What follows belongs to an exercise in optimizing a design on an open flow for small area and a short achievable clock period; a production flow would make more cautious choices. In this exercise RTL edits were held to simulation tests only and were not proved equivalent to the original. Power figures rest on the tool's default switching activity, not on a simulated workload.

==> config.mk <==
export PLATFORM = sky130hd
export DESIGN_NAME = mod
export DESIGN_NICKNAME = mod
export VERILOG_FILES = /design/flow/design.v
export SDC_FILE = /design/flow/constraint.sdc
export NUM_CORES = 4
export LEC_CHECK = 0
export CAP_MARGIN = 20
export CORE_MARGIN = 2
export CORE_UTILIZATION = 40
export SLEW_MARGIN = 20
==> constraint.sdc <==
create_clock -name core_clock -period 5.2 [get_ports {clk}]
set_input_delay 1.0400 -clock core_clock [delete_from_list [all_inputs] [get_ports {clk}]]
set_output_delay 1.0400 -clock core_clock [all_outputs]
set_load 0.01 [all_outputs]
==> design.v <==
`timescale 1ns / 1ps
module mod (
    input logic clk,
    input logic reset,
    input logic [15:0] samp,
    output logic pull,
    output logic pdata
);
    localparam logic [39:0] TH = 40'h00014CCCCC;
    logic [7:0]  cnt;
    logic [15:0] sv;
    logic [39:2] xb;
    logic [39:8] pb;
    logic [0:0] q;
    logic [5:1] cx, cx_n;
    logic [3:1] cp, cp_n;
    wire [39:0] xt = {xb, 2'b00} + ({39'd0, cx[1]} << 8) + ({39'd0, cx[2]} << 14) + ({39'd0, cx[3]} << 20) + ({39'd0, cx[4]} << 26) + ({39'd0, cx[5]} << 32);
    wire c0 = (xt >= TH) && !xt[39];
    wire c1 = (xt >= (TH << 1)) && (xt < (40'h8000000000 + TH));
    wire s1 = xb[8] ^ pb[8] ^ q[0];
    wire c2 = (xb[8] & pb[8]) | (xb[8] & q[0]) | (pb[8] & q[0]);
    wire s3 = xb[9] ^ pb[9] ^ q[0];
    wire c4 = (xb[9] & pb[9]) | (xb[9] & q[0]) | (pb[9] & q[0]);
    wire s5 = xb[10] ^ pb[10];
    wire c6 = xb[10] & pb[10];
    wire s7 = xb[11] ^ pb[11];
    wire c8 = xb[11] & pb[11];
    wire s9 = xb[12] ^ pb[12] ^ q[0];
    wire c10 = (xb[12] & pb[12]) | (xb[12] & q[0]) | (pb[12] & q[0]);
    wire s11 = xb[13] ^ pb[13] ^ q[0];
    wire c12 = (xb[13] & pb[13]) | (xb[13] & q[0]) | (pb[13] & q[0]);
    wire s13 = xb[14] ^ pb[14] ^ cp[1];
    wire c14 = (xb[14] & pb[14]) | (xb[14] & cp[1]) | (pb[14] & cp[1]);
    wire s15 = xb[15] ^ pb[15];
    wire c16 = xb[15] & pb[15];
    wire s17 = xb[16] ^ pb[16] ^ q[0];
    wire c18 = (xb[16] & pb[16]) | (xb[16] & q[0]) | (pb[16] & q[0]);
    wire s19 = xb[17] ^ pb[17] ^ q[0];
    wire c20 = (xb[17] & pb[17]) | (xb[17] & q[0]) | (pb[17] & q[0]);
    wire s21 = xb[18] ^ pb[18];
    wire c22 = xb[18] & pb[18];
    wire s23 = xb[19] ^ pb[19] ^ cp[2];
    wire c24 = (xb[19] & pb[19]) | (xb[19] & cp[2]) | (pb[19] & cp[2]);
    wire s25 = xb[20] ^ pb[20] ^ q[0];
    wire c26 = (xb[20] & pb[20]) | (xb[20] & q[0]) | (pb[20] & q[0]);
    wire s27 = xb[21] ^ pb[21] ^ q[0];
    wire c28 = (xb[21] & pb[21]) | (xb[21] & q[0]) | (pb[21] & q[0]);
    wire s29 = xb[22] ^ pb[22];
    wire c30 = xb[22] & pb[22];
    wire s31 = xb[23] ^ pb[23] ^ q[0];
    wire c32 = (xb[23] & pb[23]) | (xb[23] & q[0]) | (pb[23] & q[0]);
    wire s33 = xb[24] ^ pb[24] ^ q[0];
    wire c34 = (xb[24] & pb[24]) | (xb[24] & q[0]) | (pb[24] & q[0]);
    wire s35 = xb[25] ^ pb[25] ^ cp[3];
    wire c36 = (xb[25] & pb[25]) | (xb[25] & cp[3]) | (pb[25] & cp[3]);
    wire s37 = xb[26] ^ pb[26] ^ q[0];
    wire c38 = (xb[26] & pb[26]) | (xb[26] & q[0]) | (pb[26] & q[0]);
    wire s39 = xb[27] ^ pb[27] ^ q[0];
    wire c40 = (xb[27] & pb[27]) | (xb[27] & q[0]) | (pb[27] & q[0]);
    wire s41 = xb[28] ^ pb[28] ^ q[0];
    wire c42 = (xb[28] & pb[28]) | (xb[28] & q[0]) | (pb[28] & q[0]);
    wire s43 = xb[29] ^ pb[29] ^ q[0];
    wire c44 = (xb[29] & pb[29]) | (xb[29] & q[0]) | (pb[29] & q[0]);
    wire s45 = xb[30] ^ pb[30] ^ q[0];
    wire c46 = (xb[30] & pb[30]) | (xb[30] & q[0]) | (pb[30] & q[0]);
    wire s47 = xb[31] ^ pb[31] ^ q[0];
    wire c48 = (xb[31] & pb[31]) | (xb[31] & q[0]) | (pb[31] & q[0]);
    wire s49 = xb[32] ^ pb[32] ^ q[0];
    wire c50 = (xb[32] & pb[32]) | (xb[32] & q[0]) | (pb[32] & q[0]);
    wire s51 = xb[33] ^ pb[33] ^ q[0];
    wire c52 = (xb[33] & pb[33]) | (xb[33] & q[0]) | (pb[33] & q[0]);
    wire s53 = xb[34] ^ pb[34] ^ q[0];
    wire c54 = (xb[34] & pb[34]) | (xb[34] & q[0]) | (pb[34] & q[0]);
    wire s55 = xb[35] ^ pb[35] ^ q[0];
    wire c56 = (xb[35] & pb[35]) | (xb[35] & q[0]) | (pb[35] & q[0]);
    wire s57 = xb[36] ^ pb[36] ^ q[0];
    wire c58 = (xb[36] & pb[36]) | (xb[36] & q[0]) | (pb[36] & q[0]);
    wire s59 = xb[37] ^ pb[37] ^ q[0];
    wire c60 = (xb[37] & pb[37]) | (xb[37] & q[0]) | (pb[37] & q[0]);
    wire s61 = xb[38] ^ pb[38] ^ q[0];
    wire c62 = (xb[38] & pb[38]) | (xb[38] & q[0]) | (pb[38] & q[0]);
    wire s63 = xb[39] ^ pb[39] ^ q[0];
    wire c64 = (xb[39] & pb[39]) | (xb[39] & q[0]) | (pb[39] & q[0]);
    wire [6:0] xs65 = {1'b0, xb[7], xb[6], xb[5], xb[4], xb[3], xb[2]} + {1'b0, 1'b0, 1'b0, q[0], q[0], 1'b0, q[0]} + 7'(1'b0);
    assign cx_n[1] = xs65[6];
    wire [6:0] xs66 = {1'b0, s11, s9, s7, s5, s3, s1} + {1'b0, c10, c8, c6, c4, c2, 1'b0} + 7'(cx[1]);
    assign cx_n[2] = xs66[6];
    wire [6:0] xs67 = {1'b0, s23, s21, s19, s17, s15, s13} + {1'b0, c22, c20, c18, c16, c14, c12} + 7'(cx[2]);
    assign cx_n[3] = xs67[6];
    wire [6:0] xs68 = {1'b0, s35, s33, s31, s29, s27, s25} + {1'b0, c34, c32, c30, c28, c26, c24} + 7'(cx[3]);
    assign cx_n[4] = xs68[6];
    wire [6:0] xs69 = {1'b0, s47, s45, s43, s41, s39, s37} + {1'b0, c46, c44, c42, c40, c38, c36} + 7'(cx[4]);
    assign cx_n[5] = xs69[6];
    wire [8:0] xs70 = {1'b0, s63, s61, s59, s57, s55, s53, s51, s49} + {1'b0, c62, c60, c58, c56, c54, c52, c50, c48} + 9'(cx[5]);
    wire [6:0] ps71 = {1'b0, pb[13], pb[12], pb[11], pb[10], pb[9], pb[8]} + {1'b0, sv[5], sv[4], sv[3], sv[2], sv[1], sv[0]} + 7'(1'b0);
    assign cp_n[1] = ps71[6];
    wire [5:0] ps72 = {1'b0, pb[18], pb[17], pb[16], pb[15], pb[14]} + {1'b0, sv[10], sv[9], sv[8], sv[7], sv[6]} + 6'(cp[1]);
    assign cp_n[2] = ps72[5];
    wire [6:0] ps73 = {1'b0, pb[24], pb[23], pb[22], pb[21], pb[20], pb[19]} + {1'b0, q[0], sv[15], sv[14], sv[13], sv[12], sv[11]} + 7'(cp[2]);
    assign cp_n[3] = ps73[6];
    wire [15:0] ps74 = {1'b0, pb[39], pb[38], pb[37], pb[36], pb[35], pb[34], pb[33], pb[32], pb[31], pb[30], pb[29], pb[28], pb[27], pb[26], pb[25]} + {1'b0, q[0], q[0], q[0], q[0], q[0], q[0], q[0], q[0], q[0], q[0], q[0], q[0], q[0], q[0], q[0]} + 16'(cp[3]);
    wire [39:2] xb_n = {xs70[7], xs70[6], xs70[5], xs70[4], xs70[3], xs70[2], xs70[1], xs70[0], xs69[5], xs69[4], xs69[3], xs69[2], xs69[1], xs69[0], xs68[5], xs68[4], xs68[3], xs68[2], xs68[1], xs68[0], xs67[5], xs67[4], xs67[3], xs67[2], xs67[1], xs67[0], xs66[5], xs66[4], xs66[3], xs66[2], xs66[1], xs66[0], xs65[5], xs65[4], xs65[3], xs65[2], xs65[1], xs65[0]};
    wire [39:8] pb_n = {ps74[14], ps74[13], ps74[12], ps74[11], ps74[10], ps74[9], ps74[8], ps74[7], ps74[6], ps74[5], ps74[4], ps74[3], ps74[2], ps74[1], ps74[0], ps73[5], ps73[4], ps73[3], ps73[2], ps73[1], ps73[0], ps72[4], ps72[3], ps72[2], ps72[1], ps72[0], ps71[5], ps71[4], ps71[3], ps71[2], ps71[1], ps71[0]};
    always_ff @(posedge clk or posedge reset) begin
        if (reset) begin
            cnt <= 8'hFF;
            sv  <= '0;
            xb  <= '0;
            pb  <= '0;
            q   <= '0;
            cx  <= '0;
            cp  <= '0;
        end else begin
            cnt <= cnt + 8'd1;
            if (cnt == 8'hFF) sv <= samp;
            xb  <= xb_n;
            pb  <= pb_n;
            cx  <= cx_n;
            cp  <= cp_n;
            q[0] <= q[0] ? c1 : c0;
        end
    end
    assign pull  = (cnt == 8'hFF);
    assign pdata = q[0];
endmodule
==> run.sh <==
#!/bin/bash
# synth_recipe.tcl (not shown) runs the flow's synth.tcl, then flattens the netlist and writes it again
# the make line also repeats each setting of config.mk as NAME=value (left out here)
make -C /OpenROAD-flow-scripts/flow DESIGN_CONFIG=/design/flow/config.mk WORK_HOME=/design/flow/orfs CLKGATE_MAP_FILE= SYNTH_SCRIPT=/design/flow/synth_recipe.tcl finish
==> flow_summary.json, run 1 <==
{
  "ys_seq_area_share_pct": 36.1,
  "yosys.area.top_type": "dfrtp_1",
  "drtIter0Drc": 225,
  "cts_resized": 0,
  "final_nets": 849,
  "drcViolationCount": 0,
  "initial_core_util_pct": 41.2,
  "die_x_um": 138,
  "cp_max_fo": 20,
  "grt_pass1_wl_mm": 24.1,
  "postLayoutCellArea_um2": 7990,
  "ir_worst_vdd_uv": 159,
  "antenna_found_initial": 0,
  "io_pins": 20,
  "routed_wl_mm": 13.9,
  "ys_top_cells_by_area": "dfrtp_1, ha_1, fa_1",
  "cts_buffers": 9,
  "cpMaxStageDelayCell": "inv_1",
  "synth_async_sr_flop_share_pct": 100,
  "coreArea_um2": 17400,
  "drt-met1-wl_mm": 6.56,
  "gp_congestion": 0.815,
  "worst_ep_required_time_ps": 4160,
  "avgSynthCellArea_um2": 10.3,
  "tns_ps": 0,
  "drive_gt1_share_pct": 5.96,
  "tightest_slew_ps": 934,
  "critPathLaunchType": "register",
  "final.setup_skew_ps": 9.49,
  "setup_viol": 0,
  "layout_min_cycle_time_ps": 4080,
  "synth-edff-count": 0,
  "cts-root-buf": "clkbuf_16",
  "cts_max_level": 3,
  "cp_num_buf_inv": 2,
  "hp-class": "reg2reg",
  "ys_ff_latch": 103,
  "slew_headroom_pct": 37.7,
  "grt_pass1_vias": 5040,
  "finalCritPeriodShare_pct": 78.5,
  "routedWlPerCell_um": 14.7,
  "dr.pass1.iters": 4,
  "vias": 4958,
  "yosys_warnings": 1,
  "synth_area_um2": 7170,
  "synth_top_area_share_pct": 33.2,
  "viasPerCell": 5.24,
  "syn_inst": 693,
  "maxUsedRoutingLayer": "met4",
  "clock_path_buffers": 2,
  "post_cts_buffers": 0,
  "path_class": "reg2out",
  "numClockSinks": 103,
  "place_area_um2": 7610,
  "hold_buffers": 0,
  "ant_nets": 0,
  "fmax_ghz": 0.245,
  "clock_latency_ps": 360,
  "grt_start_max_net_pins": 71,
  "cp.arrival_ps": 3040,
  "status": "no timing/DRC/antenna violations",
  "cts_tree": "yes",
  "path_clk_slew_ps": 70,
  "finalMaxSlewViolations": 0,
  "post-dp-hpwl_mm": 10.4,
  "hold_viol_final": 0,
  "fp-row-count": 48,
  "grt_use_total_pct": 16.2,
  "powerDensity_nw_per_um2": 212,
  "rsz0062_at_grt": "no",
  "synth_cell_types": 64,
  "syn_to_final_growth_pct": 11.4,
  "dr_wl_met2_mm": 6.88,
  "ys.flop_type": "dfrtp_1",
  "die_h_um": 138,
  "port_buffers": 19,
  "globalRouteOverflowTotal": 0,
  "drv_cap": 0,
  "diodes": 0,
  "die_area_um2": 19000,
  "dr_wl_met3_um": 370,
  "slowest_delay_ps": 680,
  "power.leakage_nw": 3.54,
  "end_kind": "primary output",
  "syn_nets": 825,
  "path_cells": "nand3_1, nor2_1, nand4_1, inv_1, clkdlybuf4s50_1",
  "crit_family": "buffers and inverters"
}
==> through the flow <==
step / power [mW] / cells / hold WS [ps] / setup slack [ps] / util [%]
floorplan: 0.828 / 693 / 440 / 1050 / -
global placement: 0.847 / 931 / 453 / 1590 / 43.7
detailed placement: 0.848 / 931 / 459 / 1490 / 43.7
CTS: 1.71 / 947 / 475 / 1090 / 45.8
global route: 1.74 / 947 / 481 / 823 / 45.8
finish: 1.69 / 947 / 471 / 1120 / 45.8
==> layout by cell type, fill, tap and decap left out, types with 5 or more instances in the layout <==
master	count
xnor2_1	43
a31oi_1	6
o211ai_1	5
ha_1	72
nand2b_1	7
nor2b_1	8
xor2_1	23
a211oi_1	5
nand3_1	13
o21bai_1	10
clkbuf_16	9
nand2_1	65
clkdlybuf4s50_1	19
a21oi_1	40
o21ai_0	30
and2_1	5
nor2_1	27
a21o_1	34
nand4_1	7
inv_1	71
dfstp_2	8
dfrtp_1	94
nor3_1	9
fa_1	42
==> cell type report <==
class,count,area (µm²)
Sequential cell,103,2590
Tap cell,225,282
Fill cell,1628,9430
Clock inverter,6,138
Multi-Input combinational cell,510,4260
Inverter,72,273
Clock buffer,10,239
Timing Repair Buffer,21,205
==> path summary, 6_finish.rpt <==
kind | cells past startpoint | slack (ps) | end | from
setup / recovery | 5 | 1120 | pull | cnt[2]
hold / removal | 1 | 470 | cnt[0] | cnt[0]
setup reg to reg | 13 | 1870 | pb[39] | q
hold reg to reg | 1 | 470 | cnt[0] | cnt[0]
max in group asynchronous | 3 | 2910 | cnt[7] | reset
min in group asynchronous | 2 | 1170 | pb[28] | reset
==> per-layer routing <==
layer / up-vias / track usage [%]
met5: - / 0
met2: 56 / 26.4
li1: 2444 / -
met4: 0 / 3.40
met1: 2447 / 22.0
met3: 11 / 3.76
==> Yosys cell counts, types with 2 or more instances <==
cell / count
nand3_1: 13
buf_6: 2
o31ai_1: 2
dfrtp_1: 95
or3_1: 2
nand4_1: 7
o21a_1: 2
a32o_1: 2
a211oi_1: 5
xnor2_1: 43
xor2_1: 23
mux2i_1: 3
a31o_2: 3
a21oi_1: 40
nor4_1: 4
nor2b_1: 8
a21o_1: 34
nor3b_1: 2
nand2_1: 65
a31oi_1: 6
nand4b_1: 3
buf_4: 2
o211ai_1: 5
ha_1: 72
nor3_1: 9
dfstp_2: 8
inv_1: 72
and3_1: 4
o21ai_0: 30
nand2b_1: 7
nor4b_1: 2
clkbuf_1: 4
nor2_1: 27
and3_2: 2
a41oi_1: 2
o21bai_1: 10
and2_1: 5
fa_1: 42
==> state kept, by name, indices dropped and copies added (netlist names) <==
signal / cells
cnt: 8
cp: 3
cx: 5
pb: 32
q: 1
sv: 16
xb: 38
==> power by group <==
part	switching, mW	internal (mW)	leakage [nW]
Clock	0.323	0.536	0.184
Combinational	0.0180	0.0119	2.25
Sequential	0	0.801	1.10
==> logic make-up (layout without fill, tap and decap cells) <==
family | Yosys count | count (layout) | share of synthesized area (%)
and+or+nand+nor | 169 | 169 | 11.8
buffers and inverters | 80 | 109 | 4.50
xor gates and xnor gates | 66 | 66 | 8.06
DFF | 103 | 103 | 36.1
adders and majority gates | 114 | 114 | 24.3
AOI/OAI and AO/OA | 157 | 157 | 14.6
muxes | 4 | 4 | 0.576
==> run 2: changes to the inputs <==
--- a/config.mk
+++ b/config.mk
@@ -10,2 +10,3 @@
 export CORE_UTILIZATION = 40
+export SETUP_SLACK_MARGIN = 2.0
 export SLEW_MARGIN = 20
==> run 2 against run 1 <==
Still clean. Power is 10% lower. Synthesized area did not move. Combinational power rose by 2%. Via count is 0.16% higher. Sequential share of layout area is 0.11 points lower. Critical path depth is 8 higher. Global-route usage fell by 0.094 points. Hold slack improved by 8.5 ps. Synthesized cell count unchanged. Sequential power about the same. Largest power group is now registers.
==> flow_summary.json, run 2 <==
{
  "die_x_um": 138,
  "clock_path_buffers": 2,
  "hold_buffers": 0,
  "ys_seq_area_share_pct": 36.1,
  "drv_cap": 0,
  "layout_min_cycle_time_ps": 3080,
  "die_area_um2": 19000,
  "worst_ep_required_time_ps": 5480,
  "yosys_warnings": 1,
  "slowest_delay_ps": 510,
  "reg2regPathDepth": 13,
  "rsz0062_at_grt": "yes",
  "postLayoutCoreUtil_pct": 46.0,
  "syn_nets": 825,
  "power.leakage_nw": 3.55,
  "finalMaxSlewViolations": 0,
  "min_to": "cnt[0]",
  "cp.arrival_ps": 3360,
  "fillers": 1604,
  "port_buffers": 19,
  "syn_inst": 693,
  "path_cells": "inv_4, fa_1, inv_1, fa_1, a21o_1, a21oi_2, o21bai_1, a31oi_2, o21ai_0, o41ai_2, o21bai_1, a21oi_1, xor2_1",
  "cts_tree": "yes",
  "fmax_ghz": 0.325,
  "final_nets": 858,
  "post-dp-hpwl_mm": 10.2,
  "grt_pass1_wl_mm": 24.2,
  "grt_use_total_pct": 16.1,
  "hold_viol_final": 0,
  "coreArea_um2": 17400,
  "synth_area_um2": 7170,
  "diodes": 0,
  "r2r_end": "pb[39]",
  "ys_top_cells_by_area": "dfrtp_1, ha_1, fa_1",
  "finalCritPeriodShare_pct": 59.2,
  "cts-root-buf": "clkbuf_16",
  "ir_worst_vdd_uv": 153,
  "initial_core_util_pct": 41.2,
  "grt_start_max_net_pins": 41,
  "slew_headroom_pct": 51.1,
  "yosys-top-cells-count": "dfrtp_1, ha_1, inv_1",
  "path_clk_slew_ps": 80,
  "r2r-start": "q",
  "setup_viol": 0,
  "hp-class": "reg2reg",
  "fp-row-count": 48,
  "powerDensity_nw_per_um2": 189,
  "synth_async_sr_flop_share_pct": 100,
  "min_path_cells": 1,
  "cts_buffers": 9,
  "globalRouteOverflowTotal": 0,
  "routed_wl_mm": 13.8,
  "final.setup_skew_ps": 8.44,
  "io_pins": 20,
  "yosys.area.top_type": "dfrtp_1",
  "largest_reg_flops": 38,
  "final_common_cell": "dfrtp_1",
  "path_class": "reg2reg",
  "top_regs": "xb (38), pb (32), sv (16)",
  "synth-edff-count": 0,
  "critPathLaunchType": "register",
  "post-synth-top-count-cell": "dfrtp_1",
  "die_h_um": 138,
  "worstHoldStart": "cnt[0]",
  "dr.pass1.iters": 4,
  "end_kind": "register",
  "antenna_found_initial": 0,
  "cts_max_level": 3,
  "status": "no timing/DRC/antenna violations",
  "ys.flop_type": "dfrtp_1",
  "cpMaxStageDelayCell": "dfrtp_4",
  "clock_latency_ps": 360,
  "syn_to_final_growth_pct": 11.8,
  "drcViolationCount": 0,
  "drive_gt1_share_pct": 8.34,
  "grt_pass1_vias": 5092,
  "tightest_slew_ps": 732,
  "tns_ps": 0,
  "numClockSinks": 103,
  "gp_congestion": 0.795,
  "viasPerCell": 5.19,
  "layout_common_cells": "dfrtp_1, ha_1, inv_1, nand2_1, xnor2_1",
  "ant_nets": 0,
  "r2r_slack_ps": 2120,
  "avgSynthCellArea_um2": 10.3,
  "drtIter0Drc": 282,
  "largest_register": "xb",
  "routedWlPerCell_um": 14.5,
  "synth_cell_types": 64,
  "vias": 4966,
  "synth_top_area_share_pct": 33.2,
  "cp_max_fo": 4,
  "ys_ff_latch": 103
}
-- run 2: cell counts after synthesis --
Identical to the previous run, type by type.
-- run 2: worst max-delay path by stage --
stage                       from     end  cells after the start
after detailed placement  cnt[2]    pull                      5
after global routing           q  pb[39]                     13
after CTS                 cnt[0]    pull                      4
after global placement    cnt[2]    pull                      5
after floorplan                q  pb[39]                     13
final                          q  pb[39]                     13
-- run 2: area by class of cell --
cell class                      instances  area (µm²)  area share [%]
Clock buffer                            9         225            2.81
Clock inverter                          7        71.3           0.889
Inverter                               72         280            3.49
Multi-Input combinational cell        510        4300            53.6
Sequential cell                       103        2590            32.3
Tap cell                              225         282            3.51
Timing Repair Buffer                   29         268            3.34
Timing Repair inverter                  1        5.00          0.0624
-- run 2: per-stage QoR --
stage	instance area, µm²	hold WS, ps	power, mW	std cells	worst slack (ps)
3_3_place_gp	7620	451	0.848	932	1590
6_report	8020	479	1.51	956	2120
5_1_grt	8020	494	1.57	956	1880
2_1_floorplan	7180	440	0.828	693	1850
3_5_place_dp	7620	459	0.848	932	1500
4_1_cts	7960	479	1.54	952	1920
-- run 2: timing repair --
| item | in CTS | in global routing |
|---|---|---|
| setup endpoints to repair | 5 | 5 |
| setup buffers | 3 | 4 |
| cloned | 1 | 0 |
| hold endpoints to repair | 0 | 0 |
| resized for setup | 3 | 10 |
| pin swaps | 1 | 2 |
-- run 2: kinds of logic after synthesis --
| logic type | Yosys count | synth area share, % |
|---|---|---|
| AO/OA/AOI/OAI | 157 | 14.6 |
| XOR/XNOR | 66 | 8.06 |
| adder cells (fa/ha/maj) | 114 | 24.3 |
| buffers and inverters | 80 | 4.50 |
| flip-flops | 103 | 36.1 |
| multiplexers | 4 | 0.576 |
| AND/OR/NAND/NOR | 169 | 11.8 |
-- run 2: layer usage --
metal  part of all wire [%]  track usage (%)
met1                     48             22.2
met2                     48             26.0
met3                    2.4             2.96
met4                    1.2             4.42
met5                      0                0
-- run 2: critical path, delay by kind of cell (launching register included) --
kind | cells | cell delay (ps)
buffers and inverters | 2 | 180
adders and majority gates | 2 | 600
DFF | 1 | 510
xor gates and xnor gates | 1 | 160
AOI/OAI and AO/OA | 8 | 1550
-- run 2: where the power goes --
group,switching (mW),internal [mW]
logic,0.0180,0.0123
clock network,0.341,0.341
registers,0,0.800
==> run 3: changes to the inputs <==
--- a/config.mk
+++ b/config.mk
@@ -10,3 +10,3 @@
 export CORE_UTILIZATION = 40
-export SETUP_SLACK_MARGIN = 2.0
+export SETUP_SLACK_MARGIN = 2.7
 export SLEW_MARGIN = 20
==> run 3 against run 2 <==
Synthesized cell count did not move. Design area increased by 12%. Critical endpoint unchanged. Still clean. Worst setup slack gained 250 ps. Via count grew 6.6%. Fmax is 8.8% higher. Clock skew up 3.5 ps. Wire length grew 7.5%. Flip-flop and latch count is the same. Clock power about the same. Cell count up 6.5%. Clock-buffer cell count did not move. First-iteration DRC count shrank 17%.
==> flow_summary.json, run 3 <==
{
  "io_pins": 20,
  "hold_viol_final": 0,
  "die_area_um2": 19000,
  "avgSynthCellArea_um2": 10.3,
  "sw_frac_of_total_pct": 23.9,
  "dpl_worst_slack_ps": 1520,
  "post-synth-top-count-cell": "dfrtp_1",
  "grt_pass1_vias": 5171,
  "yosys.area.top_type": "dfrtp_1",
  "status": "no timing/DRC/antenna violations",
  "synth_cell_types": 64,
  "die_x_um": 138,
  "layout_min_cycle_time_ps": 2830,
  "hp-class": "reg2reg",
  "powerDensity_nw_per_um2": 169,
  "layout_common_cells": "dfrtp_1, nand2_1, inv_1, ha_1, buf_4",
  "combPwrFrac_pct": 2.0,
  "viasPerCell": 5.20,
  "syn_nets": 825,
  "routedWlPerCell_um": 14.6,
  "syn_inst": 693,
  "finalMaxSlewViolations": 0,
  "largest_register": "xb",
  "initial_core_util_pct": 41.2,
  "vias": 5294,
  "yosys-mux-area-fraction_pct": 0.576,
  "cp.arrival_ps": 3110,
  "tightest_slew_ps": 795,
  "finalCritPeriodShare_pct": 54.5,
  "gp_congestion": 0.796,
  "use_met3_pct": 2.78,
  "cts-root-buf": "clkbuf_16",
  "grt_pass1_wl_mm": 25.1,
  "largest_reg_flops": 38,
  "synth-edff-count": 0,
  "final_cells": 1018,
  "routed_wl_mm": 14.9,
  "globalRouteOverflowTotal": 0,
  "synth_async_sr_flop_share_pct": 100,
  "final.setup_skew_ps": 12.0,
  "power.leakage_nw": 3.92,
  "top_regs": "xb (38), pb (32), sv (16)",
  "worst_ep_required_time_ps": 5480,
  "yosys-top-cells-count": "dfrtp_1, ha_1, inv_1",
  "cts_max_level": 3,
  "critPathLaunchType": "register",
  "drive_gt1_share_pct": 24.2,
  "setup_viol": 0,
  "synth_area_um2": 7170,
  "numClockSinks": 103,
  "synth_xor_area_share_pct": 8.06,
  "intPower_mw": 1.15,
  "fmax_ghz": 0.353,
  "fp-row-count": 48,
  "ant_nets": 0,
  "clock_path_buffers": 2,
  "path_class": "reg2reg",
  "path_clk_slew_ps": 80,
  "ys.flop_type": "dfrtp_1",
  "cts_buffers": 9,
  "final_common_cell": "dfrtp_1",
  "p_clk_share_pct": 45.2,
  "drtIter0Drc": 235,
  "met1_usage_pct": 23.5,
  "synth_top_family_by_area": "adder cells",
  "p_sw_uw": 362,
  "yosys_warnings": 1,
  "slew_headroom_pct": 46.9,
  "ir_worst_vdd_uv": 153,
  "fin_ws_ps": 2370,
  "syn_to_final_growth_pct": 25.3,
  "grt_start_max_net_pins": 38,
  "tns_ps": 0,
  "dr.pass1.iters": 4,
  "ys_seq_area_share_pct": 36.1,
  "post-dp-hpwl_mm": 10.3,
  "synth_compound_area_share_pct": 14.6,
  "coreArea_um2": 17400,
  "synthAdderAreaFrac_pct": 24.3,
  "ys_ff_latch": 103,
  "synth_simple_gate_area_share_pct": 11.8,
  "hold_buffers": 0,
  "drcViolationCount": 0,
  "cts_tree": "yes",
  "grt_use_total_pct": 16.8,
  "drv_cap": 0,
  "top_usage_layer": "met2",
  "diodes": 0,
  "end_kind": "register",
  "antenna_found_initial": 0,
  "die_h_um": 138,
  "seqPwrFrac_pct": 52.8,
  "ys_top_cells_by_area": "dfrtp_1, ha_1, fa_1",
  "clock_latency_ps": 360,
  "cp_max_fo": 4,
  "rsz0062_at_grt": "yes",
  "grt_use_met2_pct": 26.5,
  "port_buffers": 19,
  "synth_top_area_share_pct": 33.2,
  "fillers": 1535,
  "dp_cells": 932,
  "final_nets": 920
}
-- run 3: worst max-delay path, cell delays in order, from the launching register on --
cell,delay (ps)
dfrtp_4,540
inv_8,70
fa_2,200
inv_2,40
fa_2,340
a21o_1,180
a21oi_2,150
o21bai_1,100
a31oi_1,250
o21ai_1,130
o41ai_2,360
o21bai_1,120
a21oi_2,140
xor2_1,140
-- run 3: power by group through the flow --
stage               clock [mW]  combinational [mW]  sequential, mW
floorplan                    0              0.0119           0.816
global placement             0              0.0321           0.816
detailed placement           0              0.0325           0.816
CTS                      0.708              0.0327           0.801
global route             0.740              0.0348           0.801
finish                   0.685              0.0305           0.801
-- run 3: final cells by class --
cell class / instances / area (µm²) / share of cell area, %
repair inverters: 1 / 5.00 / 0.0557
clock inverters: 7 / 75.1 / 0.835
inverters: 72 / 285 / 3.17
well taps: 225 / 282 / 3.13
flip-flops and latches: 103 / 2600 / 28.9
multi-input cells: 510 / 4640 / 51.7
clock buffers: 9 / 225 / 2.51
repair buffers: 91 / 873 / 9.72
-- run 3: timing repair --
action,in CTS,in global routing
pin swaps,43,40
setup buffers,41,26
cloned,3,0
resized for setup,42,39
endpoints found under the setup margin,26,23
-- run 3: path summary, 6_finish.rpt --
check	slack, ps	startpoint	depth (start not counted)	end
setup / recovery	2370	q	13	pb[39]
hold / removal	490	sv[10]	2	sv[10]
setup reg to reg	2370	q	13	pb[39]
hold reg to reg	490	sv[10]	2	sv[10]
max in group asynchronous	3050	reset	3	xb[29]
min in group asynchronous	1160	reset	2	pb[28]
-- run 3: kinds of logic (layout without fill, tap and decap cells) --
logic type / Yosys count / count (layout)
buffers and inverters: 80 / 180
adder cells (fa/ha/maj): 114 / 114
AND/OR/NAND/NOR: 169 / 169
multiplexers: 4 / 4
XOR/XNOR: 66 / 66
AO/OA/AOI/OAI: 157 / 157
flip-flops: 103 / 103
-- run 3: stage by stage --
stage / cell area, µm² / hold slack (ps) / utilization [%] / total power, mW
2_1_floorplan: 7310 / 440 / - / 0.828
3_5_place_dp: 7750 / 454 / 44.5 / 0.849
5_1_grt: 8990 / 515 / 51.6 / 1.57
3_3_place_gp: 7750 / 453 / 44.5 / 0.848
4_1_cts: 8610 / 478 / 49.4 / 1.54
6_report: 8990 / 492 / 51.6 / 1.52
-- run 3: metal layers --
metal / wire [µm] / vias to the layer above
li1: - / 2599
met1: 7200 / 2608
met2: 7090 / 66
met3: 301 / 21
met4: 270 / 0
met5: 0 / -
==> run 4: changes to the inputs <==
--- a/config.mk
+++ b/config.mk
@@ -7,2 +7,3 @@
 export LEC_CHECK = 0
+export ABC_AREA = 1
 export CAP_MARGIN = 20
==> run 4 against run 3 <==
Die area is 7.3% higher. Sequential share of layout area fell by 0.38 points. Critical path depth fell by 7. Synthesized cell count increased by 34%. Non-clock buffer count shrank 48. First-iteration DRC count increased by 2.1%. Fmax grew 8.6%. Clock-buffer cell count unchanged. Cell count rose by 22%. Combinational power down 3%. Highest routed layer unchanged.
==> flow_summary.json, run 4 <==
{
  "die_x_um": 143,
  "antenna_found_initial": 0,
  "ys_top_cells_by_area": "dfrtp_1, ha_1, nand2_1",
  "cp_max_fo": 2,
  "vias": 5855,
  "fmax_ghz": 0.384,
  "post-synth-top-count-cell": "nand2_1",
  "fin_total_pwr_mw": 1.57,
  "cpMaxStageDelayCell": "dfstp_2",
  "drive_gt1_share_pct": 14.1,
  "die_h_um": 143,
  "hold_viol_final": 0,
  "finalCritPeriodShare_pct": 50.1,
  "r2r_slack_ps": 2720,
  "yosys-top-cells-count": "nand2_1, inv_1, dfrtp_1",
  "drv_cap": 0,
  "globalRouteOverflowTotal": 0,
  "path_clk_slew_ps": 80,
  "synth-edff-count": 0,
  "slowest_delay_ps": 560,
  "clock_latency_ps": 360,
  "path_class": "reg2out",
  "synth_cell_types": 31,
  "yosys.area.top_type": "dfrtp_1",
  "crit_end": "pull",
  "viasPerCell": 4.70,
  "r2r_end": "xb[38]",
  "ir_worst_vdd_uv": 146,
  "tns_ps": 0,
  "rsz0062_at_grt": "yes",
  "cts_max_level": 3,
  "synth_area_um2": 7710,
  "ys_ff_latch": 103,
  "timing.hold.ws_ps": 490,
  "tightest_slew_ps": 682,
  "power.leakage_nw": 4.40,
  "end_kind": "primary output",
  "synth_async_sr_flop_share_pct": 100,
  "finalMaxSlewViolations": 0,
  "cts_buffers": 9,
  "final_common_cell": "nand2_1",
  "syn_nets": 1061,
  "fillers": 1805,
  "postLayoutCoreUtil_pct": 48.2,
  "final.setup_skew_ps": 11.4,
  "hp-class": "reg2reg",
  "cts-root-buf": "clkbuf_16",
  "syn_to_final_growth_pct": 17.8,
  "slew_headroom_pct": 54.5,
  "powerDensity_nw_per_um2": 172,
  "final_nets": 1113,
  "avgSynthCellArea_um2": 8.30,
  "routedWlPerCell_um": 12.9,
  "cp_num_buf_inv": 2,
  "coreArea_um2": 18800,
  "setup_viol": 0,
  "clock_path_buffers": 2,
  "drtIter0Drc": 240,
  "synth_top_area_share_pct": 30.8,
  "grt_pass1_vias": 5739,
  "worst_ep_required_time_ps": 4160,
  "grt_start_max_net_pins": 43,
  "port_buffers": 19,
  "worst-path-stages": 6,
  "grt_pass1_wl_mm": 27.6,
  "ys_seq_area_share_pct": 33.6,
  "post-dp-hpwl_mm": 12.2,
  "die_area_um2": 20400,
  "layout_common_cells": "nand2_1, inv_1, dfrtp_1, ha_1, nor2_1",
  "initial_core_util_pct": 41.0,
  "fp-row-count": 50,
  "startpoint": "cnt[1]",
  "ant_nets": 0,
  "dp_cells": 1208,
  "reg2regPathDepth": 11,
  "crit_top_cell": "nand3_4",
  "syn_inst": 929,
  "diodes": 0,
  "top_regs": "xb (38), pb (32), sv (16)",
  "numClockSinks": 103,
  "yosys_warnings": 1,
  "r2r-start": "q",
  "layout_min_cycle_time_ps": 2610,
  "largest_register": "xb",
  "crit_family": "flip-flops",
  "largest_reg_flops": 38,
  "grt_use_total_pct": 17.1,
  "status": "no timing/DRC/antenna violations",
  "dr.pass1.iters": 4,
  "gp_congestion": 0.897,
  "cp.arrival_ps": 1570,
  "path_cells": "ha_4, nand3_4, nor2_4, nand3_4, clkinvlp_4, buf_6",
  "io_pins": 20,
  "cts_tree": "yes",
  "routed_wl_mm": 16.1,
  "final_cells": 1246,
  "critPathLaunchType": "register",
  "ys.flop_type": "dfrtp_1",
  "drcViolationCount": 0
}
## run 4: cell count changes in the layout (fill, tap and decap cells not counted), moves of 18 or more
cell	delta
nand2_1	+167
inv_1	+77
nand3_1	+40
buf_4	-36
nor2_1	+35
a21o_1	-30
xor2_1	+28
xnor2_1	-27
nand2_2	+19
a21oi_1	+18
## run 4: worst min path at each step
| stage | start | endpoint | cells past startpoint |
|---|---|---|---|
| 4_1_cts | sv[9] | sv[9] | 2 |
| 6_report | sv[9] | sv[9] | 2 |
| 2_1_floorplan | cnt[0] | cnt[0] | 1 |
| 3_3_place_gp | cnt[0] | cnt[0] | 1 |
| 3_5_place_dp | cnt[0] | cnt[0] | 1 |
| 5_1_grt | cnt[7] | cnt[7] | 1 |
## run 4: stage by stage
step	setup slack [ps]	cell area (µm²)
after floorplan	2380	7820
after global placement	1580	8350
after detailed placement	1550	8350
after CTS	2530	8860
after global routing	2520	9080
final	2590	9080
## run 4: cells by family after synthesis
| family | count (synthesis) | synth area share, % |
|---|---|---|
| AND/OR/NAND/NOR | 414 | 23.4 |
| adder cells (fa/ha/maj) | 114 | 22.6 |
| flip-flops | 103 | 33.6 |
| XOR/XNOR | 61 | 6.93 |
| buffers and inverters | 151 | 7.35 |
| AO/OA/AOI/OAI | 86 | 6.15 |
## run 4: final cells by class
class / count / area [µm²] / share of cell area (%)
clock buffer: 9 / 225 / 2.48
clock inverter: 7 / 100 / 1.10
sequential: 103 / 2590 / 28.5
inverter: 148 / 571 / 6.28
multi-input combinational: 675 / 4850 / 53.4
timing repair inverter: 1 / 5.00 / 0.0551
tap: 260 / 325 / 3.58
timing repair buffer: 43 / 420 / 4.63
## run 4: repair_timing
item	CTS	global route
setup buffers	10	11
gates cloned	1	0
pin swaps	6	18
resized for setup	26	33
hold endpoints to repair	0	0
endpoints found under the setup margin	34	14
hold buffers	0	0
## run 4: per-layer routing
layer / up-vias / GRT usage [%] / wire length [µm]
li1: 3050 / - / -
met3: 13 / 1.98 / 372
met5: - / 0 / 0
met4: 0 / 5.68 / 245
met1: 2726 / 24.6 / 8020
met2: 66 / 27.1 / 7420
## run 4: worst register-to-register path: cells and delay by family, from the launching register on
family	cells	cell delay [ps]
buffers and inverters	3	290
AOI/OAI and AO/OA	2	280
DFF	1	530
xor gates and xnor gates	1	140
adders and majority gates	3	1000
and+or+nand+nor	2	130
## run 4: report_power, final
part | total [mW] | leakage (nW) | internal [mW] | switching (mW)
Clock | 0.735 | 0.158 | 0.390 | 0.346
Combinational | 0.0295 | 3.14 | 0.0122 | 0.0173
Sequential | 0.800 | 1.10 | 0.800 | 0
Total | 1.57 | 4.40 | 1.20 | 0.363
==> run 5: changes to the inputs <==
--- a/config.mk
+++ b/config.mk
@@ -11,3 +11,3 @@
 export CORE_UTILIZATION = 40
-export SETUP_SLACK_MARGIN = 2.7
+export SETUP_SLACK_MARGIN = 2.5
 export SLEW_MARGIN = 20
==> run 5 against run 4 <==
Synthesized area unchanged. Sequential power about the same. Non-clock buffer count decreased by 10. Via count decreased by 3.1%. Cell count decreased by 0.80%. Wire length decreased by 8.4%. Clock power decreased by 6.9%. Synthesized cell count unchanged. Register-to-register slack got worse by 60 ps. Largest power group unchanged.
==> flow_summary.json, run 5 <==
{
  "grt_use_met2_pct": 26.3,
  "synth_cell_types": 31,
  "end_kind": "primary output",
  "ys_ff_latch": 103,
  "path_cells": "ha_2, nand3_4, nor2_4, nand3_4, clkinvlp_4, clkbuf_2",
  "synth_top_area_share_pct": 30.8,
  "antenna_found_initial": 0,
  "slew_headroom_pct": 40.1,
  "gp_congestion": 0.857,
  "setup_viol": 0,
  "ys_seq_area_share_pct": 33.6,
  "die_x_um": 143,
  "finalCritPeriodShare_pct": 51.5,
  "critPathLaunchType": "register",
  "layout_common_cells": "nand2_1, inv_1, dfrtp_1, ha_1, nor2_1",
  "ys.flop_type": "dfrtp_1",
  "yosys.area.top_type": "dfrtp_1",
  "multi_input_area_um2": 4670,
  "worst_ep_required_time_ps": 4160,
  "viasPerCell": 4.59,
  "fillers": 1862,
  "clock_path_buffers": 2,
  "place_area_um2": 8300,
  "avgSynthCellArea_um2": 8.30,
  "routed_wl_mm": 14.7,
  "final.setup_skew_ps": 9.21,
  "hp-class": "reg2reg",
  "final_nets": 1103,
  "grt_use_total_pct": 16.1,
  "crit_top_cell": "nand3_4",
  "ff_latch_area_um2": 2590,
  "met1_usage_pct": 22.5,
  "die_h_um": 143,
  "post-dp-hpwl_mm": 11.5,
  "initial_core_util_pct": 41.0,
  "drtIter0Drc": 246,
  "coreArea_um2": 18800,
  "drcViolationCount": 0,
  "rsz0062_at_grt": "yes",
  "top_usage_layer": "met2",
  "cts-root-buf": "clkbuf_16",
  "largest_register": "xb",
  "yosys_warnings": 1,
  "synth-edff-count": 0,
  "path_clk_slew_ps": 70,
  "syn_nets": 1061,
  "tightest_slew_ps": 897,
  "numClockSinks": 103,
  "ir_worst_vdd_uv": 136,
  "hold_buffers": 0,
  "clock_latency_ps": 350,
  "cts_buffers": 9,
  "syn_to_final_growth_pct": 13.7,
  "hold_viol_final": 0,
  "use_met3_pct": 1.61,
  "drive_gt1_share_pct": 9.94,
  "ant_nets": 0,
  "vias": 5671,
  "diodes": 0,
  "drv_cap": 0,
  "slowest_delay_ps": 550,
  "status": "no timing/DRC/antenna violations",
  "cts_tree": "yes",
  "postLayoutCellArea_um2": 8770,
  "powerDensity_nw_per_um2": 173,
  "cp_max_fo": 3,
  "top_regs": "xb (38), pb (32), sv (16)",
  "cpMaxStageDelayCell": "dfstp_2",
  "routedWlPerCell_um": 11.9,
  "fmax_ghz": 0.374,
  "globalRouteOverflowTotal": 0,
  "power.leakage_nw": 4.29,
  "final_common_cell": "nand2_1",
  "cp.arrival_ps": 1640,
  "tns_ps": 0,
  "dr.pass1.iters": 4,
  "cts_max_level": 3,
  "fp-row-count": 50,
  "layout_min_cycle_time_ps": 2680,
  "die_area_um2": 20400,
  "timing.hold.ws_ps": 457,
  "io_pins": 20,
  "yosys-top-cells-count": "nand2_1, inv_1, dfrtp_1",
  "largest_reg_flops": 38,
  "post-synth-top-count-cell": "nand2_1",
  "grt_start_max_net_pins": 66,
  "grt_pass1_wl_mm": 26.2,
  "port_buffers": 19,
  "ys_top_cells_by_area": "dfrtp_1, ha_1, nand2_1",
  "synth_async_sr_flop_share_pct": 100,
  "finalMaxSlewViolations": 0,
  "path_class": "reg2out",
  "synth_area_um2": 7710,
  "grt_pass1_vias": 5642,
  "syn_inst": 929
}
[run 5: worst max-delay path: cells and delay by family (launching register included)]
kind | cells | cell delay [ps]
fa+ha+maj | 1 | 220
buf+inv | 2 | 200
flops | 1 | 550
simple gates | 3 | 330
[run 5: worst paths after layout]
check | startpoint | endpoint | slack, ps | depth (start not counted)
worst max-delay path | cnt[0] | pull | 2520 | 6
worst min-delay path | cnt[0] | cnt[0] | 460 | 1
worst max register to register | q | xb[38] | 2660 | 11
worst min register to register | cnt[0] | cnt[0] | 460 | 1
max in group asynchronous | reset | cnt[7] | 3180 | 3
min in group asynchronous | reset | pb[24] | 1210 | 2
[run 5: cell type report]
type                    count  area share, %
multi-input cells         675           53.2
flip-flops and latches    103           29.5
inverters                 148           6.42
well taps                 260           3.71
repair buffers             33           3.64
clock buffers              12           2.81
clock inverters             4          0.613
repair inverters            1         0.0571
[run 5: report_power, final]
| part | switching (mW) | internal, mW | leakage [nW] | total, mW |
|---|---|---|---|---|
| logic | 0.0171 | 0.0127 | 3.04 | 0.0298 |
| registers | 0 | 0.801 | 1.10 | 0.801 |
| clock network | 0.295 | 0.389 | 0.145 | 0.684 |
[run 5: layer usage]
metal | vias to the layer above | wire, µm
met5 | - | 0
met1 | 2591 | 7420
met2 | 43 | 6770
met3 | 11 | 309
li1 | 3026 | -
met4 | 0 | 205
[run 5: stage by stage]
| stage | power, mW | cells | setup WS, ps | utilization (%) |
|---|---|---|---|---|
| 2_1_floorplan | 0.828 | 929 | 2330 | - |
| 6_report | 1.51 | 1236 | 2520 | 46.6 |
| 5_1_grt | 1.58 | 1236 | 2450 | 46.6 |
| 3_5_place_dp | 0.848 | 1208 | 1520 | 44.1 |
| 3_3_place_gp | 0.848 | 1208 | 1570 | 44.1 |
| 4_1_cts | 1.55 | 1232 | 2320 | 46.2 |
[run 5: cell families after synthesis]
group / share of synthesized area [%]
xor+xnor: 6.93
compound gates: 6.15
fa+ha+maj: 22.6
buf+inv: 7.35
simple gates: 23.4
flops: 33.6
[run 5: repair_timing]
item                                    CTS  global route
endpoints found under the hold margin     0             0
gates cloned                              1             0
pin swaps                                 2             5
resized for setup                        10            15
buffers inserted                          7             4
endpoints found under the setup margin   12             9
==> run 6: changes to the inputs <==
--- a/config.mk
+++ b/config.mk
@@ -7,3 +7,2 @@
 export LEC_CHECK = 0
-export ABC_AREA = 1
 export CAP_MARGIN = 20
==> run 6 against run 5 <==
Still clean on timing, DRC and antenna. Hold slack improved by 32 ps. Critical path depth grew 2. Combinational power is 2% higher. First-iteration DRC count up 23%. Worst setup slack got worse by 110 ps. Critical path type is now reg2reg. Largest cell class unchanged. Largest power group unchanged. Highest routed layer unchanged.
==> flow_summary.json, run 6 <==
{
  "status": "no timing/DRC/antenna violations",
  "cp.arrival_ps": 3030,
  "antenna_found_initial": 0,
  "layout_common_cells": "dfrtp_1, inv_1, ha_1, nand2_1, xnor2_1",
  "hp-class": "reg2reg",
  "yosys-top-cells-count": "dfrtp_1, ha_1, inv_1",
  "largest_reg_flops": 38,
  "cts_tree": "yes",
  "dr.pass1.iters": 4,
  "largest_register": "xb",
  "die_area_um2": 19000,
  "synthAdderAreaFrac_pct": 24.3,
  "cts_buffers": 9,
  "layout_min_cycle_time_ps": 2780,
  "drv_cap": 0,
  "port_buffers": 19,
  "numClockSinks": 103,
  "gp_congestion": 0.788,
  "grt_use_total_pct": 16.6,
  "drtIter0Drc": 303,
  "powerDensity_nw_per_um2": 181,
  "finalMaxSlewViolations": 0,
  "hold_viol_final": 0,
  "ant_nets": 0,
  "ys_top_cells_by_area": "dfrtp_1, ha_1, fa_1",
  "io_pins": 20,
  "yosys-mux-area-fraction_pct": 0.576,
  "globalRouteOverflowTotal": 0,
  "synth_async_sr_flop_share_pct": 100,
  "synth_top_family_by_area": "adder cells",
  "cts-root-buf": "clkbuf_16",
  "synth_top_area_share_pct": 33.2,
  "fp-row-count": 48,
  "path_clk_slew_ps": 80,
  "slew_headroom_pct": 37.4,
  "post-dp-hpwl_mm": 10.2,
  "clock_path_buffers": 2,
  "diodes": 0,
  "cts_max_level": 3,
  "final_cells": 980,
  "viasPerCell": 5.16,
  "final_nets": 882,
  "syn_inst": 693,
  "top_regs": "xb (38), pb (32), sv (16)",
  "yosys.area.top_type": "dfrtp_1",
  "final.setup_skew_ps": 12.2,
  "fillers": 1614,
  "syn_nets": 825,
  "tightest_slew_ps": 937,
  "synth_simple_gate_area_share_pct": 11.8,
  "routed_wl_mm": 14.5,
  "ir_worst_vdd_uv": 144,
  "ys_ff_latch": 103,
  "synth_cell_types": 64,
  "ys_seq_area_share_pct": 36.1,
  "cp_max_fo": 5,
  "syn_to_final_growth_pct": 18.2,
  "dp_cells": 932,
  "hold_buffers": 0,
  "fmax_ghz": 0.359,
  "drive_gt1_share_pct": 17.0,
  "vias": 5058,
  "timing.hold.ws_ps": 489,
  "clock_latency_ps": 360,
  "avgSynthCellArea_um2": 10.3,
  "synth_xor_area_share_pct": 8.06,
  "initial_core_util_pct": 41.2,
  "rsz0062_at_grt": "yes",
  "routedWlPerCell_um": 14.8,
  "post-synth-top-count-cell": "dfrtp_1",
  "grt_pass1_wl_mm": 24.8,
  "coreArea_um2": 17400,
  "finalCritPeriodShare_pct": 53.5,
  "end_kind": "register",
  "yosys_warnings": 1,
  "synth_compound_area_share_pct": 14.6,
  "die_h_um": 138,
  "setup_viol": 0,
  "worst_ep_required_time_ps": 5440,
  "drcViolationCount": 0,
  "ys.flop_type": "dfrtp_1",
  "synth_area_um2": 7170,
  "power.leakage_nw": 3.68,
  "critPathLaunchType": "register",
  "die_x_um": 138,
  "path_class": "reg2reg",
  "tns_ps": 0,
  "grt_start_max_net_pins": 43,
  "grt_pass1_vias": 5206,
  "synth-edff-count": 0,
  "final_common_cell": "dfrtp_1"
}
-- run 6: kinds of logic after synthesis --
logic type / Yosys count
simple gates: 169
compound gates: 157
fa+ha+maj: 114
flops: 103
buf+inv: 80
xor+xnor: 66
mux: 4
-- run 6: final cells by class --
class	instances	area [µm²]	share of cell area, %
Multi-Input combinational cell	510	4510	53.2
Clock buffer	9	225	2.66
Timing Repair Buffer	53	499	5.89
Tap cell	225	282	3.32
Inverter	72	285	3.37
Clock inverter	7	72.6	0.856
Timing Repair inverter	1	5.00	0.0591
Sequential cell	103	2600	30.7
-- run 6: final timing paths --
path                             start  endpoint  slack, ps  cells past startpoint
worst max-delay path             cx[2]         q       2420                      8
worst min-delay path            cnt[0]    cnt[0]        490                      1
worst max register to register   cx[2]         q       2420                      8
worst min register to register  cnt[0]    cnt[0]        490                      1
max in group asynchronous        reset    cnt[6]       3030                      3
min in group asynchronous        reset    pb[27]       1210                      2
-- run 6: power by group --
part	switching (mW)	internal, mW
clock network	0.356	0.343
registers	0	0.800
logic	0.0181	0.0124
-- run 6: routing by layer --
metal | vias up | wire [µm] | GRT usage, %
li1 | 2505 | - | -
met1 | 2488 | 6870 | 23.2
met2 | 52 | 6990 | 26.6
met3 | 13 | 401 | 2.27
met4 | 0 | 205 | 5.39
met5 | - | 0 | 0
-- run 6: critical path, cell delays in order, from the launching register on --
cell	delay, ps
dfrtp_1	420
ha_4	250
and4_4	170
a211oi_4	380
nor2_4	50
a221o_1	340
o31a_1	290
or4_4	540
o22a_1	220
-- run 6: repair_timing --
item	in CTS	in global routing
gates cloned	1	1
pin swaps	21	19
setup buffers	20	10
gates resized for setup	26	33
endpoints found under the setup margin	21	12
-- run 6: per-stage QoR --
stage	utilization, %	worst slack [ps]	instance area (µm²)	total power, mW
5_1_grt	48.6	2310	8470	1.59
6_report	48.6	2420	8470	1.53
2_1_floorplan	-	2120	7240	0.828
3_3_place_gp	44.1	1600	7680	0.848
4_1_cts	47.3	2360	8230	1.55
3_5_place_dp	44.1	1500	7680	0.848
==> run 7: changes to the inputs <==
--- a/config.mk
+++ b/config.mk
@@ -10,2 +10,3 @@
 export CORE_UTILIZATION = 40
+export PLACE_DENSITY = 0.75
 export SETUP_SLACK_MARGIN = 2.5
==> run 7 against run 6 <==
Power increased by 4.0%. Hold slack improved by 2.3 ps. Clock power increased by 8.6%. Critical path depth increased by 5. Still clean. Sequential power about the same.
==> flow_summary.json, run 7 <==
{
  "cp.arrival_ps": 3080,
  "die_h_um": 138,
  "synth_area_um2": 7170,
  "yosys.area.top_type": "dfrtp_1",
  "port_buffers": 19,
  "intPower_mw": 1.26,
  "initial_core_util_pct": 41.2,
  "largest_register": "xb",
  "setup_viol": 0,
  "drtIter0Drc": 326,
  "dr.pass1.iters": 6,
  "antenna_found_initial": 0,
  "ys.flop_type": "dfrtp_1",
  "layout_min_cycle_time_ps": 2800,
  "r2r_slack_ps": 2400,
  "syn_inst": 693,
  "syn_to_final_growth_pct": 21.3,
  "viasPerCell": 5.22,
  "drcViolationCount": 0,
  "postLayoutCoreUtil_pct": 49.9,
  "clock_latency_ps": 360,
  "fp-row-count": 48,
  "path_class": "reg2reg",
  "startpoint": "q",
  "drive_gt1_share_pct": 20.2,
  "final_common_cell": "dfrtp_1",
  "routed_wl_mm": 14.6,
  "fmax_ghz": 0.357,
  "finalCritPeriodShare_pct": 53.9,
  "post-synth-top-count-cell": "dfrtp_1",
  "ir_worst_vdd_uv": 162,
  "synth_async_sr_flop_share_pct": 100,
  "yosys-mux-area-fraction_pct": 0.576,
  "synth_xor_area_share_pct": 8.06,
  "yosys-top-cells-count": "dfrtp_1, ha_1, inv_1",
  "final_nets": 903,
  "ys_ff_latch": 103,
  "p_sw_uw": 336,
  "grt_pass1_wl_mm": 24.6,
  "synth_top_area_share_pct": 33.2,
  "synth_cell_types": 64,
  "grt_use_total_pct": 16.2,
  "syn_nets": 825,
  "crit_end": "pb[39]",
  "slew_headroom_pct": 70.7,
  "coreArea_um2": 17400,
  "end_kind": "register",
  "power.leakage_nw": 3.81,
  "hold_viol_final": 0,
  "p_clk_share_pct": 47.7,
  "io_pins": 20,
  "die_x_um": 138,
  "status": "no timing/DRC/antenna violations",
  "avgSynthCellArea_um2": 10.3,
  "synth-edff-count": 0,
  "synth_simple_gate_area_share_pct": 11.8,
  "powerDensity_nw_per_um2": 183,
  "routedWlPerCell_um": 14.6,
  "cts_buffers": 9,
  "post-dp-hpwl_mm": 9.81,
  "path_clk_slew_ps": 70,
  "reg2regPathDepth": 13,
  "yosys_warnings": 1,
  "combPwrFrac_pct": 2.0,
  "sw_frac_of_total_pct": 21.1,
  "largest_reg_flops": 38,
  "die_area_um2": 19000,
  "rsz0062_at_grt": "yes",
  "ant_nets": 0,
  "hold_buffers": 0,
  "grt_start_max_net_pins": 56,
  "vias": 5225,
  "cts-root-buf": "clkbuf_16",
  "critPathLaunchType": "register",
  "grt_pass1_vias": 5266,
  "final.setup_skew_ps": 9.56,
  "synth_top_family_by_area": "adder cells",
  "tns_ps": 0,
  "r2r-start": "q",
  "gp_congestion": 0.817,
  "diodes": 0,
  "finalMaxSlewViolations": 0,
  "worst_ep_required_time_ps": 5480,
  "cts_tree": "yes",
  "seqPwrFrac_pct": 50.3,
  "clock_path_buffers": 2,
  "top_regs": "xb (38), pb (32), sv (16)",
  "hp-class": "reg2reg",
  "synthAdderAreaFrac_pct": 24.3,
  "synth_compound_area_share_pct": 14.6,
  "tightest_slew_ps": 438,
  "globalRouteOverflowTotal": 0,
  "layout_common_cells": "dfrtp_1, inv_1, nand2_1, ha_1, buf_4",
  "cp_max_fo": 5,
  "r2r_end": "pb[39]",
  "numClockSinks": 103,
  "cts_max_level": 3,
  "drv_cap": 0,
  "ys_top_cells_by_area": "dfrtp_1, ha_1, fa_1",
  "ys_seq_area_share_pct": 36.1
}
-- run 7: area by class of cell --
class	instances	area [µm²]
flip-flops and latches	103	2600
multi-input cells	510	4540
repair buffers	75	664
fillers	1513	8720
well taps	225	282
inverters	72	279
clock buffers	11	243
clock inverters	5	87.6
-- run 7: routing by layer --
metal / vias up / track usage (%) / routed length (µm)
li1: 2560 / - / -
met2: 62 / 27.1 / 7510
met3: 17 / 2.45 / 283
met1: 2586 / 21.7 / 6660
met5: - / 0 / 0
met4: 0 / 5.16 / 187
-- run 7: logic make-up (layout without fill, tap and decap cells) --
kind of cell    after synthesis  count (layout)
simple gates                169             169
fa+ha+maj                   114             114
compound gates              157             157
flops                       103             103
xor+xnor                     66              66
buf+inv                      80             163
mux                           4               4
-- run 7: worst min path at each step --
| stage | end | slack (ps) | cells after the start | startpoint |
|---|---|---|---|---|
| finish | sv[4] | 490 | 2 | sv[4] |
| CTS | cnt[0] | 490 | 1 | cnt[0] |
| floorplan | cnt[0] | 440 | 1 | cnt[0] |
| global placement | cnt[0] | 450 | 1 | cnt[0] |
| global route | cnt[0] | 500 | 1 | cnt[0] |
| detailed placement | cnt[0] | 450 | 1 | cnt[0] |
-- run 7: power by group through the flow --
stage                     clock (mW)  combinational [mW]  sequential [mW]
after global routing           0.804              0.0366            0.800
after floorplan                    0              0.0119            0.816
final                          0.760              0.0318            0.801
after detailed placement           0              0.0316            0.816
after global placement             0              0.0313            0.816
after CTS                      0.774              0.0317            0.801
-- run 7: per-stage QoR --
step | total power, mW | setup slack, ps | hold slack, ps | cell area [µm²] | cells
after global routing | 1.64 | 2180 | 504 | 8700 | 1001
after CTS | 1.61 | 2450 | 489 | 8410 | 982
after floorplan | 0.828 | 2120 | 440 | 7240 | 693
after detailed placement | 0.848 | 2020 | 454 | 7700 | 933
final | 1.59 | 2400 | 491 | 8700 | 1001
after global placement | 0.848 | 2110 | 453 | 7700 | 933
-- run 7: critical path, stage by stage, from the launching register on --
cell      delay, ps
dfrtp_4         530
clkinv_4         70
fa_2            200
inv_2            40
fa_2            330
a21o_1          170
a21oi_2         150
o21bai_1        100
a31oi_1         220
o21ai_1         130
o41ai_2         270
o21bai_1        160
a21oi_1         200
xor2_1          170
-- run 7: repair_timing --
item / CTS / global route
buffers inserted: 33 / 18
pin swaps: 24 / 17
gates resized for setup: 34 / 36
endpoints found under the setup margin: 28 / 11
gates cloned: 0 / 0
==> run 8: changes to the inputs <==
--- a/config.mk
+++ b/config.mk
@@ -9,4 +9,3 @@
 export CORE_MARGIN = 2
-export CORE_UTILIZATION = 40
-export PLACE_DENSITY = 0.75
+export CORE_UTILIZATION = 60
 export SETUP_SLACK_MARGIN = 2.5
==> run 8 against run 7 <==
Flip-flop and latch count is the same. Still clean. Sequential power is essentially flat. Die area shrank 32%. Synthesized area is the same. Clock skew shrank 0.57 ps. Wire length grew 4.0%.
==> flow_summary.json, run 8 <==
{
  "status": "no timing/DRC/antenna violations",
  "gp_congestion": 0.817,
  "crit_family": "compound AO/OA/AOI/OAI gates",
  "synth-edff-count": 0,
  "synth_cell_types": 64,
  "ant_nets": 0,
  "clock_path_buffers": 2,
  "tightest_slew_ps": 522,
  "hp-class": "reg2reg",
  "tns_ps": 0,
  "avgSynthCellArea_um2": 10.3,
  "timing.hold.ws_ps": 492,
  "coreArea_um2": 11600,
  "cts-root-buf": "clkbuf_16",
  "rsz0062_at_grt": "yes",
  "die_h_um": 113,
  "antenna_found_initial": 0,
  "yosys_warnings": 1,
  "post-dp-hpwl_mm": 10.1,
  "cts_buffers": 9,
  "viasPerCell": 5.70,
  "final_nets": 908,
  "drcViolationCount": 0,
  "syn_nets": 825,
  "fillers": 833,
  "hold_buffers": 0,
  "drtIter0Drc": 267,
  "ys_top_cells_by_area": "dfrtp_1, ha_1, fa_1",
  "initial_core_util_pct": 62.0,
  "fin_total_pwr_mw": 1.48,
  "grt_start_max_net_pins": 95,
  "cp_max_fo": 5,
  "p_sw_uw": 342,
  "seqPwrFrac_pct": 53.9,
  "hold_viol_final": 0,
  "fmax_ghz": 0.361,
  "synth_async_sr_flop_share_pct": 100,
  "routedWlPerCell_um": 16.5,
  "fp-row-count": 39,
  "cp_num_buf_inv": 0,
  "globalRouteOverflowTotal": 0,
  "cpMaxStageDelayCell": "or4_4",
  "final_cells": 924,
  "syn_inst": 693,
  "diodes": 0,
  "routed_wl_mm": 15.2,
  "ys.flop_type": "dfrtp_1",
  "largest_reg_flops": 38,
  "grt_pass1_wl_mm": 25.4,
  "drive_gt1_share_pct": 20.9,
  "final_common_cell": "dfrtp_1",
  "critPathLaunchType": "register",
  "layout_min_cycle_time_ps": 2770,
  "numClockSinks": 103,
  "largest_register": "xb",
  "power.leakage_nw": 3.80,
  "cts_tree": "yes",
  "end_kind": "register",
  "worst_ep_required_time_ps": 5440,
  "synth_top_area_share_pct": 33.2,
  "die_x_um": 113,
  "sw_frac_of_total_pct": 23.0,
  "drv_cap": 0,
  "synth_area_um2": 7170,
  "post-synth-top-count-cell": "dfrtp_1",
  "path_class": "reg2reg",
  "cp.arrival_ps": 3020,
  "ir_worst_vdd_uv": 176,
  "finalMaxSlewViolations": 0,
  "cts_max_level": 3,
  "layout_common_cells": "dfrtp_1, inv_1, nand2_1, ha_1, buf_4",
  "powerDensity_nw_per_um2": 172,
  "final.setup_skew_ps": 8.99,
  "grt_use_total_pct": 25.0,
  "slowest_delay_ps": 530,
  "setup_viol": 0,
  "clock_latency_ps": 360,
  "intPower_mw": 1.14,
  "combPwrFrac_pct": 2.1,
  "ys_ff_latch": 103,
  "die_area_um2": 12800,
  "grt_pass1_vias": 5439,
  "path_clk_slew_ps": 70,
  "ys_seq_area_share_pct": 36.1,
  "dp_cells": 849,
  "yosys-top-cells-count": "dfrtp_1, ha_1, inv_1",
  "finalCritPeriodShare_pct": 53.3,
  "vias": 5266,
  "port_buffers": 19,
  "syn_to_final_growth_pct": 20.2,
  "path_cells": "ha_4, and4_4, a211oi_4, nor2_4, a221o_1, o31a_1, or4_4, o22a_1",
  "io_pins": 20,
  "dr.pass1.iters": 4,
  "top_regs": "xb (38), pb (32), sv (16)",
  "yosys.area.top_type": "dfrtp_1",
  "p_clk_share_pct": 44.0,
  "slew_headroom_pct": 65.2
}
## run 8: cell types whose count changed in the layout (fill, tap and decap cells not counted), moves of 2 or more
cell / previous run / this run
clkinvlp_4: 2 / 4
dfrtp_1: 86 / 89
nor2_4: 1 / 3
inv_6: 1 / 3
buf_4: 49 / 51
dfrtp_2: 8 / 5
o21bai_1: 10 / 8
buf_6: 3 / 5
bufinv_16: 2 / 0
nor2_1: 26 / 24
## run 8: what timing repair did
item / 4_1_cts / 5_1_grt
resized for setup: 32 / 43
pin swaps: 20 / 18
buffers inserted: 38 / 20
hold endpoints to repair: 0 / 0
cloned: 1 / 0
setup endpoints to repair: 24 / 13
## run 8: final timing paths
kind                             start  endpoint  slack (ps)  depth (start not counted)
worst max-delay path             cx[2]         q        2430                          8
worst min-delay path            cnt[0]    cnt[0]         490                          1
worst max register to register   cx[2]         q        2430                          8
worst min register to register  cnt[0]    cnt[0]         490                          1
max in group asynchronous        reset    cnt[6]        3450                          3
min in group asynchronous        reset    pb[30]         970                          2
## run 8: cell type report
type,instances,area (µm²),area share (%)
tap,143,179,2.08
timing repair inverter,1,5.00,0.0581
clock inverter,7,53.8,0.624
inverter,72,283,3.28
multi-input combinational,510,4570,53.1
clock buffer,9,225,2.61
timing repair buffer,79,702,8.14
sequential,103,2600,30.1
## run 8: kinds of logic (layout without fill, tap and decap cells)
| group | count (synthesis) | count (layout) | synth area share (%) |
|---|---|---|---|
| AND/OR/NAND/NOR | 169 | 169 | 11.8 |
| AO/OA/AOI/OAI | 157 | 157 | 14.6 |
| adder cells (fa/ha/maj) | 114 | 114 | 24.3 |
| flip-flops | 103 | 103 | 36.1 |
| buffers and inverters | 80 | 168 | 4.50 |
| XOR/XNOR | 66 | 66 | 8.06 |
| multiplexers | 4 | 4 | 0.576 |
## run 8: through the flow
stage          area (µm²)  util (%)  worst slack [ps]
2_1_floorplan        7240         -              2120
3_3_place_gp         7580      65.6              1580
3_5_place_dp         7580      65.6              1500
4_1_cts              8310      71.8              2450
5_1_grt              8620      74.5              2300
6_report             8620      74.5              2430
## run 8: power by group through the flow
stage | clock network (mW) | registers [mW] | logic [mW]
floorplan | 0 | 0.816 | 0.0119
global placement | 0 | 0.816 | 0.0314
detailed placement | 0 | 0.816 | 0.0318
CTS | 0.666 | 0.801 | 0.0320
global route | 0.700 | 0.800 | 0.0348
finish | 0.653 | 0.801 | 0.0307
## run 8: routing by layer
metal  GRT usage (%)  vias up  wire length [µm]
met5               0        -                 0
met4            6.67        0               201
met3            4.34       19               379
met2            41.1       63              7550
met1            34.6     2619              7100
li1                -     2565                 -

## separate check: timing with driven ports
The results above use ideal ports. As a check the final layouts listed here were re-extracted and re-timed, cells and wires unchanged. Step 1: set_driving_cell puts a clkbuf_16 on clk and a buf_2 on each other input, an assumption about the parent block. Step 2 times the ports against the registers' clock, not the clock port: input delays grow and output delays shrink by t, the midpoint of the rising clock arrivals with the driver on. Three values: ideal, step 1, step 2; two values: the first two.
| run | t, ns | setup slack, ns | hold WS [ns] | slew at the worst register clock pin (ns) |
|---|---|---|---|---|
| run 1 | 0.398 | 1.118 / 1.074 / 1.472 | 0.471 / 0.471 / 0.471 | 0.08 / 0.08 |
| run 2 | 0.399 | 2.119 / 2.119 / 2.119 | 0.479 / 0.479 / 0.479 | 0.08 / 0.08 |
| run 3 | 0.401 | 2.368 / 2.368 / 2.368 | 0.492 / 0.492 / 0.492 | 0.08 / 0.08 |
| run 4 | 0.399 | 2.593 / 2.549 / 2.719 | 0.490 / 0.490 / 0.490 | 0.08 / 0.08 |
| run 5 | 0.385 | 2.523 / 2.482 / 2.663 | 0.457 / 0.457 / 0.457 | 0.07 / 0.07 |
| run 6 | 0.400 | 2.417 / 2.417 / 2.417 | 0.489 / 0.489 / 0.489 | 0.08 / 0.08 |
| run 7 | 0.392 | 2.398 / 2.398 / 2.398 | 0.491 / 0.491 / 0.491 | 0.08 / 0.08 |
| run 8 | 0.395 | 2.427 / 2.427 / 2.427 | 0.492 / 0.492 / 0.492 | 0.08 / 0.08 |
After both steps setup and hold are still met in every run listed.
